What follows belongs to an exercise in optimizing a design on an open flow for small area and a short achievable clock period; a production flow would make more cautious choices. Function was checked by simulation only, so behaviour that the tests miss may differ from the original.

## config.mk

```make
export PLATFORM = sky130hd
export DESIGN_NAME = puzzle3_2
export DESIGN_NICKNAME = puzzle3_2
export VERILOG_FILES = /design/flow/design.v
export SDC_FILE = /design/flow/constraint.sdc
export NUM_CORES = 4
export LEC_CHECK = 0
export CAP_MARGIN = 20
export CORE_MARGIN = 2
export CORE_UTILIZATION = 40
export SLEW_MARGIN = 20
```

## constraint.sdc

```tcl
create_clock -name core_clock -period 1000.0 [get_ports {clk}]
set_input_delay 200.0000 -clock core_clock [delete_from_list [all_inputs] [get_ports {clk}]]
set_output_delay 200.0000 -clock core_clock [all_outputs]
set_load 0.01 [all_outputs]
```

## design.v

```verilog
module puzzle3_2 (
    input clk,
    input rst_n,
    input [3:0] data_in,
    input wr_en,
    input bank_end,
    output logic [63:0] sum
);
logic enable;
logic [3:0] tmp_next [0:11];
logic [63:0] sum_next;
localparam int DEPTH = 40;
localparam int AW = 6;
logic [3:0] bank [0:DEPTH-1];
logic [AW-1:0] bank_capacity;
logic [AW-1:0] search_range [0:11];
logic [AW-1:0] tmp_place [0:11];
logic [AW-1:0] place_shift;
localparam logic [63:0] P10_10 = 64'd10_000_000_000;
localparam logic [63:0] P10_11 = 64'd100_000_000_000;
always_ff @(posedge clk, negedge rst_n) begin
    if (!rst_n) begin
        for (int i = 0; i < DEPTH; i = i + 1) begin
            bank[i] <= 4'd0;
        end
        bank_capacity <= '0;
        sum <= 32'd0;
        enable <= 1'b0;
    end 
    else begin
        enable <= wr_en;
        if (enable) begin
            for (int i = 0; i < 12; i = i + 1) begin
                bank_capacity <= bank_capacity + 1;
                bank[bank_capacity] <= data_in;
            end
        end
        else begin
            bank_capacity <= 0;
        end
        if (!enable && bank_capacity != '0) sum <= sum + sum_next;
    end
end
always_comb begin
    sum_next = 32'd0;
    if (!enable) begin
        for (int i = 0; i < 12; i = i + 1) begin
            tmp_next[i] = 0;
            search_range[i] = bank_capacity - 12 + i;
            tmp_place[i] = i;
        end
        place_shift = 0;
        for (int i = 0; i < 12; i++) begin
           for (int j = i; j <= DEPTH - 14 + i; j++) begin
                if (j >= place_shift && j < search_range[i]) begin
                    if (bank[j] > tmp_next[i]) begin
                        tmp_next[i] = bank[j];
                        tmp_place[i] = j;
                    end
                end
           end
           place_shift = tmp_place[i] + 1;
        end
    end
    else begin
    place_shift = 0;
    for (int i = 0; i < 12; i = i + 1) begin
        tmp_next[i] = 0;
        search_range[i] = 0;
        tmp_place[i] = 0;
    end
end
    for (int i = 0; i < 12; i = i + 1) begin
        if (i != 0 && i != 1) begin
            sum_next = sum_next + (tmp_next[i] * (10 ** (11 - i)));
        end
        else if (i == 0) begin
            sum_next = sum_next + (tmp_next[i] * P10_11);
        end
        else if (i == 1) begin
            sum_next = sum_next + (tmp_next[i] * P10_10);
        end
    end
end
endmodule
```

## run.sh

```bash
#!/bin/bash
# synth_recipe.tcl (not shown) runs the flow's synth.tcl, then flattens the netlist and writes it again
# the make line also repeats each setting of config.mk as NAME=value (left out here)
make -C /OpenROAD-flow-scripts/flow DESIGN_CONFIG=/design/flow/config.mk WORK_HOME=/design/flow/orfs CLKGATE_MAP_FILE= SYNTH_SCRIPT=/design/flow/synth_recipe.tcl finish
```

==> flow_metrics.py, run 1 <==
metrics = {
    "outcome": {
        "outcome": "no timing/DRC/antenna violations",
    },
    "place": {
        "globalplace.congestion": 1.15,
        "portBuffers": 70,
        "pre_cts_slack_ns": 379.67,
        "dpl_cell_area_um2": 99900,
        "hpwl_um": 373000,
        "placedCellCount": 15724,
    },
    "timing": {
        "max-slew-margin-rel_pct": 9.39,
        "setup_ws_ns": 359.97,
        "rsz0062_at_grt": "false",
        "fmax_mhz": 1.56,
        "fin_crit_sh_pct": 64.0,
        "drv_slew": 0,
        "clock-skew-final_ns": 0.107,
        "fin_setup_tns_ns": 0,
        "min_period_ns": 640.04,
        "finalSetupViolCount": 0,
        "final-hold-violation-count": 0,
    },
    "floorplan": {
        "die_area_um2": 247000,
        "dieHeight_um": 497,
        "io_pins": 72,
        "die_w_um": 497,
        "rows": 181,
        "core_um2": 243000,
        "start_util_pct": 40.1,
    },
    "route": {
        "vias": 105361,
        "ant_nets": 0,
        "wl_per_cell_um": 29.6,
        "wirelength_um": 469000,
        "drt_first_iter_violations": 13517,
        "drtPass1Iterations": 7,
        "via_per_inst": 6.66,
        "drc": 0,
    },
    "critical_path": {
        "slowest_stage": "o21ai_0",
        "cp.depth": 702,
        "cp_top_family": "compound AO/OA/AOI/OAI gates",
        "cpMostUsedCell": "ha_1",
        "path_max_fanout": 19,
        "crit_start": "bank_capacity[3]$_DFF_PN0_",
        "crit_path_start_kind": "flip-flop",
        "crit_arrival_ns": 640.63,
        "cp.buffers_inverters": 27,
        "cp.required_ns": 1000.60,
        "crit_type": "reg -> reg",
        "crit_end": "sum[62]$_DFFE_PN0P_",
        "critPathCaptureType": "flip-flop",
        "cp_slowest_stage_delay_ns": 1.10,
    },
    "synth": {
        "ys.flop_type": "dfrtp_1",
        "yosysWarningCount": 5,
        "ys_ff_latch": 223,
        "synthCells": 12602,
        "avgSynthCellArea_um2": 7.73,
        "yosysMostFrequentCell": "nand2_1",
        "synthTopCellsByCount": "nand2_1 (1472), ha_1 (1442), o21ai_0 (1143)",
        "ys_seq_area_share_pct": 5.73,
        "synth_edf_count": 0,
        "netlist.area_leader.share_pct": 18.5,
        "synth_area_um2": 97400,
        "ys_async_sr_fraction_pct": 100,
        "synth_largest_area_cell": "ha_1",
        "synth_cell_types": 215,
        "synthTopCellsByArea": "ha_1 (19%), o21ai_0 (5.9%), dfrtp_1 (5.7%)",
        "syn-num-nets": 14229,
    },
    "clock_tree": {
        "clk_pin_slew_ns": 0.08,
        "cts_tree": "built",
        "cts_buffers": 39,
        "ctsHoldBuffers": 0,
        "cts_resized": 0,
        "clock_path_buffers": 3,
        "cts_setup_buffers": 0,
        "clkLatencyLatePin_ns": 0.76,
        "cts_max_level": 2,
        "cts.sinks": 223,
        "cts-root-buf": "clkbuf_16",
    },
    "final_layout": {
        "fillCellCount": 25327,
        "area_delta_synth_final_pct": 4.15,
        "fin_nets": 14195,
        "drive_above_1_share_pct": 16.6,
        "final_area_um2": 101000,
        "stdcell_count": 15829,
    },
    "global_routing": {
        "grt_pass1_wl_um": 665000,
        "grt_pass1_vias": 97503,
        "antenna_found_initial": 69,
        "overflow": 0,
        "grt_start_max_net_pins": 81,
        "grt_usage_pct": 36.2,
    },
    "min_path": {
        "hp-class": "reg -> reg",
        "min-delay-start": "sum[63]$_DFFE_PN0P_",
        "hold_depth": 1,
        "whs_endpoint": "sum[63]$_DFFE_PN0P_",
    },
    "job": {
        "max-cap-violations": 0,
    },
}
## layout make-up
class | instances | area, µm² | area share, %
Antenna cell | 29 | 72.6 | 0.0716
Clock buffer | 48 | 1090 | 1.08
Inverter | 851 | 3200 | 3.15
Tap cell | 3202 | 4010 | 3.95
Sequential cell | 223 | 5600 | 5.52
Timing Repair Buffer | 368 | 2930 | 2.89
Clock inverter | 23 | 256 | 0.253
Multi-Input combinational cell | 11085 | 84300 | 83.1
## per-stage QoR
stage,util (%),hold WS (ns)
final,41.8,0.475
after CTS,41.7,0.478
after global placement,41.2,0.460
after detailed placement,41.2,0.467
after floorplan,-,0.474
after global routing,41.8,0.510
## per-layer routing
layer | global-route usage, % | vias to the layer above | share of wire, %
met4 | 29.2 | 32 | 9.9
met1 | 43.7 | 49918 | 37
met3 | 10.5 | 1926 | 12
met5 | 0 | - | 0.047
met2 | 53.3 | 6604 | 41
li1 | - | 46881 | -
## sequential cells by signal (all words and copies together) (netlist names)
name           cells
bank             152
sum               64
bank_capacity      6
enable             1
## kinds of logic after synthesis
logic type | after synthesis | share of synthesized area, %
AO/OA/AOI/OAI | 4247 | 31.3
XOR/XNOR | 386 | 3.47
adder cells (fa/ha/maj) | 1652 | 22.5
buffers and inverters | 1294 | 7.93
flip-flops | 223 | 5.73
multiplexers | 612 | 7.08
AND/OR/NAND/NOR | 4188 | 22.0
## cell usage in the layout, fill, tap and decap left out, types with 43 or more instances in the layout
cell,n
xor2_1,81
inv_1,826
mux2_2,410
nand2_1,1472
nor3_1,176
o21a_1,167
o22ai_1,44
nor2b_1,194
a21o_1,168
fa_1,177
buf_4,296
mux2i_1,143
nand2b_1,134
and3_1,59
o21ai_1,91
ha_1,1440
o31ai_1,63
dfrtp_1,208
nor2_1,819
and2_2,80
and3_2,70
nor4_1,49
a211oi_2,46
clkdlybuf4s50_1,65
or3_2,43
and2_1,61
or2_2,59
o211ai_1,129
nand3_1,358
nand4_1,114
a31oi_1,171
xnor2_1,298
a41oi_1,81
o21ai_0,1133
o21bai_1,93
a21o_2,80
a21oi_1,782
a211oi_1,110
==> run 2: changes to the inputs <==
==> design.v (replaced) <==
module puzzle3_2 (
    input clk,
    input rst_n,
    input [3:0] data_in,
    input wr_en,
    input bank_end,
    output logic [63:0] sum
);
logic        w1, w2, be1;
logic [3:0]  cnt;
logic [2:0]  ph;
logic [3:0]  dl [0:10];
logic [3:0]  r  [1:9];
logic [33:0] J;
function automatic [39:0] radd40(input [39:0] a, input [39:0] b, input ci);
    logic c;
    c = ci;
    for (int i = 0; i < 40; i++) begin
        radd40[i] = a[i] ^ b[i] ^ c;
        c = (a[i] & b[i]) | (a[i] & c) | (b[i] & c);
    end
endfunction
function automatic [63:0] addsum(input [63:0] a, input [39:0] b);
    logic c;
    c = 1'b0;
    for (int i = 0; i < 64; i++) begin
        if (i < 40) begin
            addsum[i] = a[i] ^ b[i] ^ c;
            c = (a[i] & b[i]) | (a[i] & c) | (b[i] & c);
        end else begin
            addsum[i] = a[i] ^ c;
            c = a[i] & c;
        end
    end
endfunction
function automatic [39:0] mul10add(input [39:0] x, input [3:0] d);
    logic [2:0] u;
    u = d[3] ? 3'd7 : d[2:0];
    mul10add = radd40({x[36:0], u}, {x[38:0], d[3]}, d[3] & d[0]);
endfunction
function automatic [3:0] cnt9(input [9:1] t);
    cnt9 = '0;
    for (int v = 1; v <= 9; v++) cnt9 = cnt9 + {3'd0, t[v]};
endfunction
function automatic [3:0] pushval(input [3:0] x, input [3:0] f);
    logic [3:0] m;
    m = (x > f) ? x : f;
    pushval = (m == 4'd15) ? m : m + 4'd1;
endfunction
logic fresh, start, stream, drain;
assign fresh  = w1 & w2;
assign start  = fresh & be1;
assign stream = fresh & ~be1 & (cnt == 4'd10);
assign drain  = start | (ph != 3'd0);
logic [3:0] d1, d2, x1, x2, y1, y2, f1, f2, top1, top2;
logic [3:0] r1 [1:9];
logic [3:0] r2 [1:9];
logic [9:1] t1, t2;
logic [39:0] hz, h;
always_comb begin
    d1 = dl[4'd10 - {1'b0, ph}];
    d2 = dl[4'd9  - {1'b0, ph}];
    f1 = {ph, drain};
    f2 = {ph, 1'b0} + 4'd2;
    for (int v = 1; v <= 9; v++) t1[v] = r[v] > {ph, 1'b0};
    top1 = cnt9(t1);
    x1 = r[d1];
    y1 = pushval(x1, f1);
    for (int v = 1; v <= 9; v++) r1[v] = (v <= d1) ? y1 : r[v];
    for (int v = 1; v <= 9; v++) t2[v] = r1[v] > {ph, 1'b1};
    top2 = cnt9(t2);
    x2 = r1[d2];
    y2 = pushval(x2, f2);
    for (int v = 1; v <= 9; v++) r2[v] = (v <= d2) ? y2 : r1[v];
    hz = mul10add({6'd0, J}, top1);
    h  = mul10add(hz, top2);
end
always_ff @(posedge clk) begin
    dl[0] <= data_in;
    for (int k = 1; k <= 10; k++) dl[k] <= dl[k-1];
    for (int v = 1; v <= 9; v++)
        r[v] <= drain ? r2[v] : (stream ? r1[v] : 4'd0);
    J <= (drain && ph != 3'd5) ? h[33:0] : 34'd0;
end
always_ff @(posedge clk, negedge rst_n) begin
    if (!rst_n) begin
        w1  <= 1'b0;
        w2  <= 1'b0;
        be1 <= 1'b0;
        cnt <= '0;
        ph  <= '0;
        sum <= '0;
    end else begin
        w1  <= wr_en;
        w2  <= w1;
        be1 <= bank_end;
        cnt <= !fresh ? 4'd0 : (cnt == 4'd10) ? cnt : cnt + 4'd1;
        ph  <= start ? 3'd1 : (ph == 3'd0 || ph == 3'd5) ? 3'd0 : ph + 3'd1;
        sum <= addsum(sum, (ph == 3'd5) ? h : 40'd0);
    end
end
endmodule
--- a/config.mk
+++ b/config.mk
@@ -5,6 +5,7 @@
 export SDC_FILE = /design/flow/constraint.sdc
 export NUM_CORES = 4
 export LEC_CHECK = 0
+export ABC_AREA = 1
 export CAP_MARGIN = 20
 export CORE_MARGIN = 2
 export CORE_UTILIZATION = 40
==> flow_metrics.py, run 2 <==
metrics = {
    "outcome": {
        "outcome": "no timing/DRC/antenna violations",
    },
    "route": {
        "wl_per_cell_um": 16.6,
        "wirelength_um": 35600,
        "ant_nets": 0,
        "drtPass1Iterations": 5,
        "via_per_inst": 5.12,
        "vias": 10965,
        "drc": 0,
        "drt_first_iter_violations": 887,
    },
    "synth": {
        "avgSynthCellArea_um2": 8.31,
        "synth_largest_area_cell": "fa_1",
        "ys_async_sr_fraction_pct": 39.4,
        "ys_ff_latch": 188,
        "synth_cell_types": 51,
        "netlist.area_leader.share_pct": 18.0,
        "synth_edf_count": 0,
        "synthCells": 1617,
        "synthTopCellsByArea": "fa_1 (18%), dfxtp_1 (17%), dfrtp_1 (14%)",
        "ys.flop_type": "dfxtp_1",
        "yosysWarningCount": 13,
        "yosysMostFrequentCell": "nand2_1",
        "ys_seq_area_share_pct": 30.8,
        "syn-num-nets": 1852,
        "synth_area_um2": 13400,
        "synthTopCellsByCount": "nand2_1 (309), inv_1 (265), nor2_1 (172)",
    },
    "final_layout": {
        "drive_above_1_share_pct": 7.91,
        "fin_nets": 1916,
        "final_common_cell": "nand2_1",
        "final_cell_mix": "nand2_1 (309), inv_1 (265), nor2_1 (172)",
        "area_delta_synth_final_pct": 13.2,
        "diodes": 0,
        "reg_top3": "sum x64, dl x44, r x36",
        "fin_util_pct": 45.7,
        "largest_reg_flops": 64,
        "largest_register": "sum",
    },
    "clock_tree": {
        "cts_setup_buffers": 0,
        "cts.sinks": 188,
        "cts_max_level": 4,
        "clk_pin_slew_ns": 0.07,
        "ctsHoldBuffers": 0,
        "cts_tree": "built",
        "clkLatencyLatePin_ns": 0.45,
        "cts_resized": 0,
        "clock_path_buffers": 2,
        "cts_buffers": 17,
        "cts-root-buf": "clkbuf_16",
    },
    "timing": {
        "fin_setup_tns_ns": 0,
        "tightest_slew_ns": 0.930,
        "drv_slew": 0,
        "min_period_ns": 201.42,
        "final-hold-violation-count": 0,
        "hold_ws_ns": 0.359,
        "max-slew-margin-rel_pct": 38.0,
        "finalSetupViolCount": 0,
        "fmax_mhz": 4.96,
        "fin_crit_sh_pct": 20.1,
        "clock-skew-final_ns": 0.0174,
        "rsz0062_at_grt": "false",
    },
    "critical_path": {
        "cp.required_ns": 800.00,
        "cp.buffers_inverters": 1,
        "critPathCaptureType": "output port",
        "cp_top_family": "buffers and inverters",
        "path_max_fanout": 2,
        "crit_path_cell_trace": "clkdlybuf4s50_1",
        "crit_type": "reg -> out",
        "crit_arrival_ns": 1.42,
        "cp_slowest_stage_delay_ns": 0.59,
        "slowest_stage": "clkdlybuf4s50_1",
        "crit_path_start_kind": "flip-flop",
    },
    "place": {
        "hpwl_um": 26500,
        "portBuffers": 71,
        "globalplace.congestion": 0.972,
    },
    "global_routing": {
        "grt_pass1_wl_um": 58100,
        "antenna_found_initial": 0,
        "grt_start_max_net_pins": 75,
        "grt_pass1_vias": 10973,
        "grt_usage_pct": 21.0,
        "overflow": 0,
    },
    "floorplan": {
        "die_w_um": 187,
        "rows": 67,
        "dieHeight_um": 187,
        "start_util_pct": 40.4,
        "die_area_um2": 35100,
        "io_pins": 72,
        "core_um2": 33300,
    },
    "min_path": {
        "hp-class": "reg -> reg",
    },
    "job": {
        "max-cap-violations": 0,
    },
}
-- run 2: cell types whose count changed after synthesis, sizes merged, moves of 453 or more --
| cell | previous run | this run |
|---|---|---|
| a21oi | 834 | 29 |
| nand2 | 1498 | 334 |
| inv | 834 | 279 |
| mux2 | 453 | 0 |
| ha | 1442 | 106 |
| o21ai | 1266 | 62 |
| nor2 | 854 | 189 |
-- run 2: cell families (layout without fill, tap and decap cells) --
kind of cell             Yosys count  count (layout)  share of synthesized area [%]
flip-flops                       188             188                           30.8
AO/OA/AOI/OAI                    119             119                           5.23
AND/OR/NAND/NOR                  765             765                           26.8
buffers and inverters            314             391                           9.03
XOR/XNOR                           4               4                          0.261
adder cells (fa/ha/maj)          227             227                           27.9
-- run 2: layer usage --
layer / GRT usage (%) / part of all wire (%) / up-vias / wire (µm)
li1: - / - / 5213 / -
met1: 29.0 / 45 / 5311 / 15900
met2: 33.6 / 46 / 380 / 16600
met3: 3.75 / 6.6 / 61 / 2360
met4: 6.47 / 2.3 / 0 / 805
met5: 0 / 0 / - / 0
-- run 2: worst paths after layout --
path,start,end,slack [ns],cells after the start
min in group asynchronous,rst_n,sum[42]$_DFF_PN0_,199.68,1
setup / recovery,sum[15]$_DFF_PN0_,sum[15],798.58,1
hold reg to reg,dl[0][0]$_DFF_P_,dl[1][0]$_DFF_P_,0.36,0
setup reg to reg,ph[1]$_DFF_PN0_,sum[63]$_DFF_PN0_,969.25,113
hold / removal,dl[0][0]$_DFF_P_,dl[1][0]$_DFF_P_,0.36,0
max in group asynchronous,rst_n,sum[14]$_DFF_PN0_,799.70,1
-- run 2: metrics by stage --
| stage | setup slack (ns) | area, µm² | cells |
|---|---|---|---|
| 4_1_cts | 798.55 | 15200 | 2142 |
| 3_3_place_gp | 799.07 | 14600 | 2110 |
| 6_report | 798.58 | 15200 | 2142 |
| 5_1_grt | 798.53 | 15200 | 2142 |
| 3_5_place_dp | 799.04 | 14600 | 2110 |
| 2_1_floorplan | 799.60 | 13400 | 1617 |
-- run 2: area by class of cell --
| type | instances | area (µm²) |
|---|---|---|
| clock inverter | 13 | 151 |
| inverter | 282 | 1060 |
| tap | 448 | 561 |
| timing repair buffer | 77 | 753 |
| sequential | 188 | 4130 |
| clock buffer | 19 | 453 |
| multi-input combinational | 1115 | 8100 |
| fill | 3298 | 18100 |

==> static timing again, ports no longer ideal <==
The flow's constraints put no driver on any port. The routed layouts listed below were extracted and timed again, unchanged, in two steps. Step 1: set_driving_cell puts a clkbuf_16 on clk and a buf_2 on each other input, an assumption about the parent block. Step 2 adds t to the input delays and takes it off the output delays; t is the mean of the earliest and latest rising clock arrival at the registers after step 1. Input paths then give back, and output paths get back, about the clock's delay inside the block. Slacks: ideal / step 1 / step 2; pairs: ideal / step 1.
run	t, ns	setup slack, ns	hold WS [ns]	worst data-port slew with drivers (ns)
run 1	0.805	359.965 / 359.965 / 359.965	0.475 / 0.475 / 0.475	0.05
run 2	0.497	798.577 / 798.524 / 799.021	0.359 / 0.359 / 0.359	0.03
After both steps every run listed still meets setup and hold.
